What follows belongs to an exercise in optimizing a design on an open flow for small area; a production flow would make more cautious choices.
Only simulation tests tie the RTL to the original design; equivalence was not proved.
Power is estimated from default activity; no workload was simulated.

==> job 4738: inputs <==
==> flow/design.v <==
module Lab1 (
	input        clk,
	input        rst,
	input        key0_in,
	output [6:0] min1,
	output [6:0] min2,
	output [6:0] sec1,
	output [6:0] sec2,
	output [6:0] ms1,
	output [6:0] ms2
);
reg k1, k2, k3;
always @(posedge clk or negedge rst)
	if (!rst) begin
		k1 <= 1'b0;
		k2 <= 1'b0;
		k3 <= 1'b0;
	end else begin
		k1 <= ~key0_in;
		k2 <= k1;
		k3 <= k2;
	end
reg go;
always @(posedge clk or negedge rst)
	if (!rst)
		go <= 1'b0;
	else
		go <= 1'b1;
reg run;
always @(posedge clk or negedge rst)
	if (!rst)
		run <= 1'b0;
	else if (~k2 & k3)
		run <= ~run;
reg  [5:0] pc;
wire tc = (pc == 6'h38);
wire zc = (pc == 6'h31);
wire fc = ^(pc & 6'h30) ^ 1'b0 ^ tc;
always @(posedge clk)
	if (!go)
		pc <= 6'h22;
	else if (run | tc)
		pc <= {pc[4:0], fc};
wire inc_c = run & zc;
reg  [12:0] ps;
wire ts = (ps == 13'h1c40);
wire zs = (ps == 13'h1880);
wire fs = ^(ps & 13'h1004) ^ 1'b0 ^ ts;
always @(posedge clk)
	if (!go)
		ps <= 13'h1101;
	else if (run | ts)
		ps <= {ps[11:0], fs};
wire inc_s = run & zs;
reg  [18:0] pm;
wire tm = (pm == 19'h1834);
wire zm = (pm == 19'h3069);
wire fm = ^(pm & 19'h48000) ^ 1'b0 ^ tm;
always @(posedge clk)
	if (!go)
		pm <= 19'h60d2;
	else if (run | tm)
		pm <= {pm[17:0], fm};
wire inc_m = run & zm;
reg [3:0] c1;
wire c1_n0 = (c1[2]) | (~c1[0]);
wire c1_n1 = (~c1[1] & c1[2]) | (c1[3]);
wire c1_n2 = (~c1[0] & c1[2]) | (c1[0] & ~c1[1] & ~c1[2]);
wire c1_n3 = (c1[0] & c1[1] & ~c1[3]) | (~c1[0] & c1[3]) | (c1[1] & c1[2]);
always @(posedge clk or negedge rst)
	if (!rst)
		c1 <= 4'd2;
	else if (inc_c)
		c1 <= {c1_n3, c1_n2, c1_n1, c1_n0};
wire c1_co = inc_c & ((c1[1] & c1[3]));
reg [3:0] c2;
wire c2_n0 = (~c2[2] & c2[3]) | (~c2[0]);
wire c2_n1 = (~c2[0] & c2[1]) | (c2[1] & ~c2[3]) | (~c2[0] & ~c2[3]);
wire c2_n2 = (~c2[0] & ~c2[1]) | (~c2[1] & c2[2]);
wire c2_n3 = (~c2[0] & ~c2[2] & ~c2[3]) | (c2[1]);
always @(posedge clk or negedge rst)
	if (!rst)
		c2 <= 4'd4;
	else if (c1_co)
		c2 <= {c2_n3, c2_n2, c2_n1, c2_n0};
reg [3:0] s1;
wire s1_n0 = (s1[2]) | (~s1[0]);
wire s1_n1 = (~s1[1] & s1[2]) | (s1[3]);
wire s1_n2 = (~s1[0] & s1[2]) | (s1[0] & ~s1[1] & ~s1[2]);
wire s1_n3 = (s1[0] & s1[1] & ~s1[3]) | (~s1[0] & s1[3]) | (s1[1] & s1[2]);
always @(posedge clk or negedge rst)
	if (!rst)
		s1 <= 4'd2;
	else if (inc_s)
		s1 <= {s1_n3, s1_n2, s1_n1, s1_n0};
wire s1_co = inc_s & ((s1[1] & s1[3]));
reg [2:0] s2;
wire s2_n0 = (~s2[2]);
wire s2_n1 = (~s2[0]);
wire s2_n2 = (~s2[1]);
always @(posedge clk or negedge rst)
	if (!rst)
		s2 <= 3'd4;
	else if (s1_co)
		s2 <= {s2_n2, s2_n1, s2_n0};
reg [3:0] m1;
wire m1_n0 = (m1[2]) | (~m1[0]);
wire m1_n1 = (~m1[1] & m1[2]) | (m1[3]);
wire m1_n2 = (~m1[0] & m1[2]) | (m1[0] & ~m1[1] & ~m1[2]);
wire m1_n3 = (m1[0] & m1[1] & ~m1[3]) | (~m1[0] & m1[3]) | (m1[1] & m1[2]);
always @(posedge clk or negedge rst)
	if (!rst)
		m1 <= 4'd2;
	else if (inc_m)
		m1 <= {m1_n3, m1_n2, m1_n1, m1_n0};
wire m1_co = inc_m & ((m1[1] & m1[3]));
reg [2:0] m2;
wire m2_n0 = (~m2[2]);
wire m2_n1 = (~m2[0]);
wire m2_n2 = (~m2[1]);
always @(posedge clk or negedge rst)
	if (!rst)
		m2 <= 3'd4;
	else if (m1_co)
		m2 <= {m2_n2, m2_n1, m2_n0};
assign ms1[0] = (c1[0] & ~c1[1] & ~c1[2]);
assign ms1[1] = (~c1[0] & c1[1] & c1[2]) | (c1[2] & c1[3]);
assign ms1[2] = (~c1[0] & ~c1[1] & ~c1[3]);
assign ms1[3] = (c1[0] & ~c1[2]);
assign ms1[4] = (c1[0] & ~c1[2]) | (c1[1] & c1[2]);
assign ms1[5] = (~c1[1] & ~c1[3]) | (c1[0] & ~c1[3]);
assign ms1[6] = (~c1[2] & ~c1[3]);
assign ms2[0] = (c2[1] & ~c2[3]) | (c2[0] & ~c2[1] & c2[3]);
assign ms2[1] = (~c2[2] & ~c2[3]);
assign ms2[2] = (~c2[0] & c2[1]);
assign ms2[3] = (c2[0] & c2[2]) | (c2[0] & ~c2[1] & c2[3]);
assign ms2[4] = (c2[0]);
assign ms2[5] = (c2[1]);
assign ms2[6] = (~c2[0] & c2[2]) | (c2[1] & c2[2]);
assign sec1[0] = (s1[0] & ~s1[1] & ~s1[2]);
assign sec1[1] = (~s1[0] & s1[1] & s1[2]) | (s1[2] & s1[3]);
assign sec1[2] = (~s1[0] & ~s1[1] & ~s1[3]);
assign sec1[3] = (s1[0] & ~s1[2]);
assign sec1[4] = (s1[0] & ~s1[2]) | (s1[1] & s1[2]);
assign sec1[5] = (~s1[1] & ~s1[3]) | (s1[0] & ~s1[3]);
assign sec1[6] = (~s1[2] & ~s1[3]);
assign sec2[0] = (~s2[1] & ~s2[2]) | (s2[1] & s2[2]);
assign sec2[1] = (s2[0] & s2[2]);
assign sec2[2] = (~s2[0] & ~s2[2]);
assign sec2[3] = (~s2[1] & ~s2[2]) | (s2[1] & s2[2]);
assign sec2[4] = (s2[1] & s2[2]) | (s2[0]);
assign sec2[5] = (s2[1]);
assign sec2[6] = (~s2[0] & s2[2]);
assign min1[0] = (m1[0] & ~m1[1] & ~m1[2]);
assign min1[1] = (~m1[0] & m1[1] & m1[2]) | (m1[2] & m1[3]);
assign min1[2] = (~m1[0] & ~m1[1] & ~m1[3]);
assign min1[3] = (m1[0] & ~m1[2]);
assign min1[4] = (m1[0] & ~m1[2]) | (m1[1] & m1[2]);
assign min1[5] = (~m1[1] & ~m1[3]) | (m1[0] & ~m1[3]);
assign min1[6] = (~m1[2] & ~m1[3]);
assign min2[0] = (~m2[1] & ~m2[2]) | (m2[1] & m2[2]);
assign min2[1] = (m2[0] & m2[2]);
assign min2[2] = (~m2[0] & ~m2[2]);
assign min2[3] = (~m2[1] & ~m2[2]) | (m2[1] & m2[2]);
assign min2[4] = (m2[1] & m2[2]) | (m2[0]);
assign min2[5] = (m2[1]);
assign min2[6] = (~m2[0] & m2[2]);
endmodule
==> flow/flow/run.sh <==
#!/bin/bash
# Own layout flow: the standard ORFS flow with three changes:
#  - synthesis uses an area-oriented ABC script and skips Yosys's full/half-adder
#    extraction (everything else, including register naming, is the standard flow's synthesis);
#  - ports are buffered with the smallest buffer cell;
#  - clock tree built from small clock buffers, without dummy loads.
set -euo pipefail
W=$PWD
F=$W/flow
# synthesis script: synth_recipe.tcl, with ORFS's synth.tcl patched to use flow/area.abc
sed -e "s#^source \$::env(SCRIPTS_DIR)/synth_preamble.tcl\$#&\nset abc_args [lreplace \$abc_args 1 1 $F/area.abc]#" \
  "$FLOW_HOME/scripts/synth.tcl" > "$W/synth_body.tcl"
grep -q "area.abc" "$W/synth_body.tcl"
sed -e "s#^source \$::env(SCRIPTS_DIR)/synth.tcl\$#source $W/synth_body.tcl#" "$W/synth_recipe.tcl" > "$W/own_synth.tcl"
grep -q "synth_body.tcl" "$W/own_synth.tcl"
CTS="$(cat $F/cts_args.txt)"
bash standard.sh \
  SYNTH_SCRIPT="$W/own_synth.tcl" \
  ADDER_MAP_FILE= \
  "BUFFER_PORTS_ARGS=-buffer_cell sky130_fd_sc_hd__buf_1" \
  "CTS_ARGS=$CTS" \
  finish > "$W/orfs_make.log" 2>&1
==> flow/flow/area.abc <==
strash
&get -n
&deepsyn -T 60
&put
dch -f
amap
topo
dnsize -c
==> flow/flow/cts_args.txt <==
-sink_clustering_enable -repair_clock_nets -dont_use_dummy_load -buf_list sky130_fd_sc_hd__clkbuf_8 -sink_clustering_buffer sky130_fd_sc_hd__clkbuf_8 -sink_buffer_max_cap_derate 0.1 -sink_clustering_size 40 -sink_clustering_max_diameter 400
==> flow/standard.sh <==
#!/bin/bash
# synth_recipe.tcl (not shown) runs the flow's synth.tcl, then flattens the netlist and writes it again
# the make line also repeats each setting of config.mk as NAME=value (left out here)
make -C /OpenROAD-flow-scripts/flow DESIGN_CONFIG=/design/flow/config.mk WORK_HOME=/design/flow/orfs CLKGATE_MAP_FILE= SYNTH_SCRIPT=/design/flow/synth_recipe.tcl "${@:-finish}"
==> flow/config.mk <==
export PLATFORM = sky130hd
export DESIGN_NAME = Lab1
export DESIGN_NICKNAME = Lab1
export VERILOG_FILES = /design/flow/design.v
export SDC_FILE = /design/flow/constraint.sdc
export NUM_CORES = 4
export LEC_CHECK = 0
export CAP_MARGIN = 20
export CORE_MARGIN = 2
export CORE_UTILIZATION = 40
export SLEW_MARGIN = 20
==> flow/constraint.sdc <==
create_clock -name core_clock -period 10.0 [get_ports {clk}]
set_input_delay 2.0000 -clock core_clock [delete_from_list [all_inputs] [get_ports {clk}]]
set_output_delay 2.0000 -clock core_clock [all_outputs]
set_load 0.01 [all_outputs]
==> job 6787 (differences from job 4738) <==
==> flow/flow/cts_args.txt (replaced) <==
-repair_clock_nets -dont_use_dummy_load -buf_list sky130_fd_sc_hd__clkbuf_4
==> job 5943 (differences from job 4738) <==
==> flow/flow/area.abc (replaced) <==
strash
&get -n
&deepsyn -T 30
&put
&get -n
&dch -f
&nf -R 10000 -F 8 -A 8 -p
&put
topo
dnsize -c
==> flow/flow/cts_args.txt (replaced) <==
-sink_clustering_enable -repair_clock_nets -dont_use_dummy_load -buf_list sky130_fd_sc_hd__clkbuf_2 sky130_fd_sc_hd__clkbuf_4 -sink_clustering_size 10
==> job 7650 (differences from job 4738) <==
--- a/flow/design.v
+++ b/flow/design.v
@@ -22,8 +22,2 @@
 	end
-reg go;
-always @(posedge clk or negedge rst)
-	if (!rst)
-		go <= 1'b0;
-	else
-		go <= 1'b1;
 reg run;
@@ -38,4 +32,4 @@
 wire fc = ^(pc & 6'h30) ^ 1'b0 ^ tc;
-always @(posedge clk)
-	if (!go)
+always @(posedge clk or negedge rst)
+	if (!rst)
 		pc <= 6'h22;
@@ -48,4 +42,4 @@
 wire fs = ^(ps & 13'h1004) ^ 1'b0 ^ ts;
-always @(posedge clk)
-	if (!go)
+always @(posedge clk or negedge rst)
+	if (!rst)
 		ps <= 13'h1101;
@@ -58,4 +52,4 @@
 wire fm = ^(pm & 19'h48000) ^ 1'b0 ^ tm;
-always @(posedge clk)
-	if (!go)
+always @(posedge clk or negedge rst)
+	if (!rst)
 		pm <= 19'h60d2;
--- a/flow/flow/run.sh
+++ b/flow/flow/run.sh
@@ -15,3 +15,3 @@
 grep -q "synth_body.tcl" "$W/own_synth.tcl"
-CTS="$(cat $F/cts_args.txt)"
+CTS="-sink_clustering_enable -repair_clock_nets -dont_use_dummy_load -buf_list $(cat $F/cts_bufs.txt)"
 bash standard.sh \
==> flow/flow/cts_bufs.txt (new file) <==
sky130_fd_sc_hd__clkbuf_4
removed: flow/flow/cts_args.txt
==> summary.txt <==
Job 6787 finished with timing, DRC and antenna clean. Job 5943 stopped in 4_1_cts with STA-0564. Job 7650 went through all stages and came out clean. Job 4738 passed the timing, DRC and antenna checks. Between job 5943 and job 7650, the lower synthesized cell count is in job 5943 (gap about 13%, measured against job 7650). Via count: job 4738 < job 6787 < job 7650. Of job 7650 and job 6787, job 7650 has the higher sequential power (gap about 30%, measured against job 6787). Sequential share of layout area, lowest first: job 4738, job 6787, job 7650. Critical path depth is the same in job 7650 and job 4738. Register-to-register slack: job 7650 is lower than job 6787 (0.68 ns). Against job 4738, the cell count of job 7650 is lower by 0.92%. Clock skew, highest first: job 6787, job 7650, job 4738. The lowest routed wire length belongs to job 6787, the highest to job 7650. Setup slack, lowest first: job 6787, job 7650, job 4738.
==> figures <==
| metric | job 5943 | job 4738 | job 6787 | job 7650 |
|---|---|---|---|---|
| Total area of sequential cells | - | 1440 um2 | 1440 um2 | 1620 um2 |
| Cell area after placement | 2840 um2 | 2860 um2 | 2860 um2 | 3010 um2 |
| Internal reg-to-reg setup slack | - | 7.94 ns | 7.94 ns | 7.26 ns |
| Final total power | - | 0.000507 W | 0.000460 W | 0.000616 W |
| Number of max-cap violations | - | 0 | 0 | 0 |
| Setup repair after global routing missed its margin | - | no | no | no |
| # H-tree levels | - | 3 | 3 | 3 |
| Syn Nets | 266 | 313 | 313 | 306 |
| Result of the run | did not finish | timing/DRC/antenna clean | timing/DRC/antenna clean | timing/DRC/antenna clean |
| Last stage reached | 4_1_cts | - | - | - |
| CTS tree | - | built | built | built |
| Number of antenna diodes | - | 0 | 0 | 0 |
| Sw power | - | 0.000128 W | 0.000120 W | 0.000194 W |
| Post-cts gate resize count | - | 0 | 0 | 0 |
| Layout Utilization | - | 47.0% | 46.1% | 45.6% |
| GR met2 Demand/Resource | - | 22.7% | 23.4% | 23.1% |
| Share of the yosys chip area belonging to registers | 55.1% | 54.8% | 54.8% | 58.3% |
| Nets | - | 363 | 363 | 356 |
| Startpoint of the worst setup timing path | - | c2[0]$_DFFE_PN0P_ | c1[1]$_DFFE_PN1P_ | s1[1]$_DFFE_PN1P_ |
| Number of global-route vias before repair | - | 1947 | 1969 | 2070 |
| Hold bufs inserted after CTS | - | 0 | 0 | 0 |
| Clock tree root buffer cell | - | sky130_fd_sc_hd__clkbuf_8 | sky130_fd_sc_hd__clkbuf_4 | sky130_fd_sc_hd__clkbuf_4 |
| Source-to-sink clock delay at the later pin of the worst-skew pair | - | 0.34 ns | 0.39 ns | 0.39 ns |

re-timing with driven ports:
How much do the figures lean on ideal ports? The routed layouts below were timed once more, with nothing changed but the port constraints. Step 1 assumes that a clkbuf_16 drives the clock port and a buf_2 every other input. Step 2 moves the port delays by t, midway between the first and last clock arrival at a register: inputs arrive t later, outputs are due t later. That takes back most of the time a late clock gives input paths. a / b / c = ideal / step 1 / step 2; a / b = the first two.
run	t (ns)	setup slack, ns	hold slack, ns	worst setup path after step 2	clock arrival spread, ns
job 4738	0.355	6.420 / 6.393 / 6.748	0.346 / 0.346 / 0.346	register to output	0.018 / 0.018
job 6787	0.401	6.355 / 6.328 / 6.730	0.352 / 0.352 / 0.352	register to output	0.032 / 0.031
job 7650	0.402	6.398 / 6.372 / 6.774	0.351 / 0.351 / 0.351	register to output	0.028 / 0.028
After both steps every run listed still meets setup and hold.
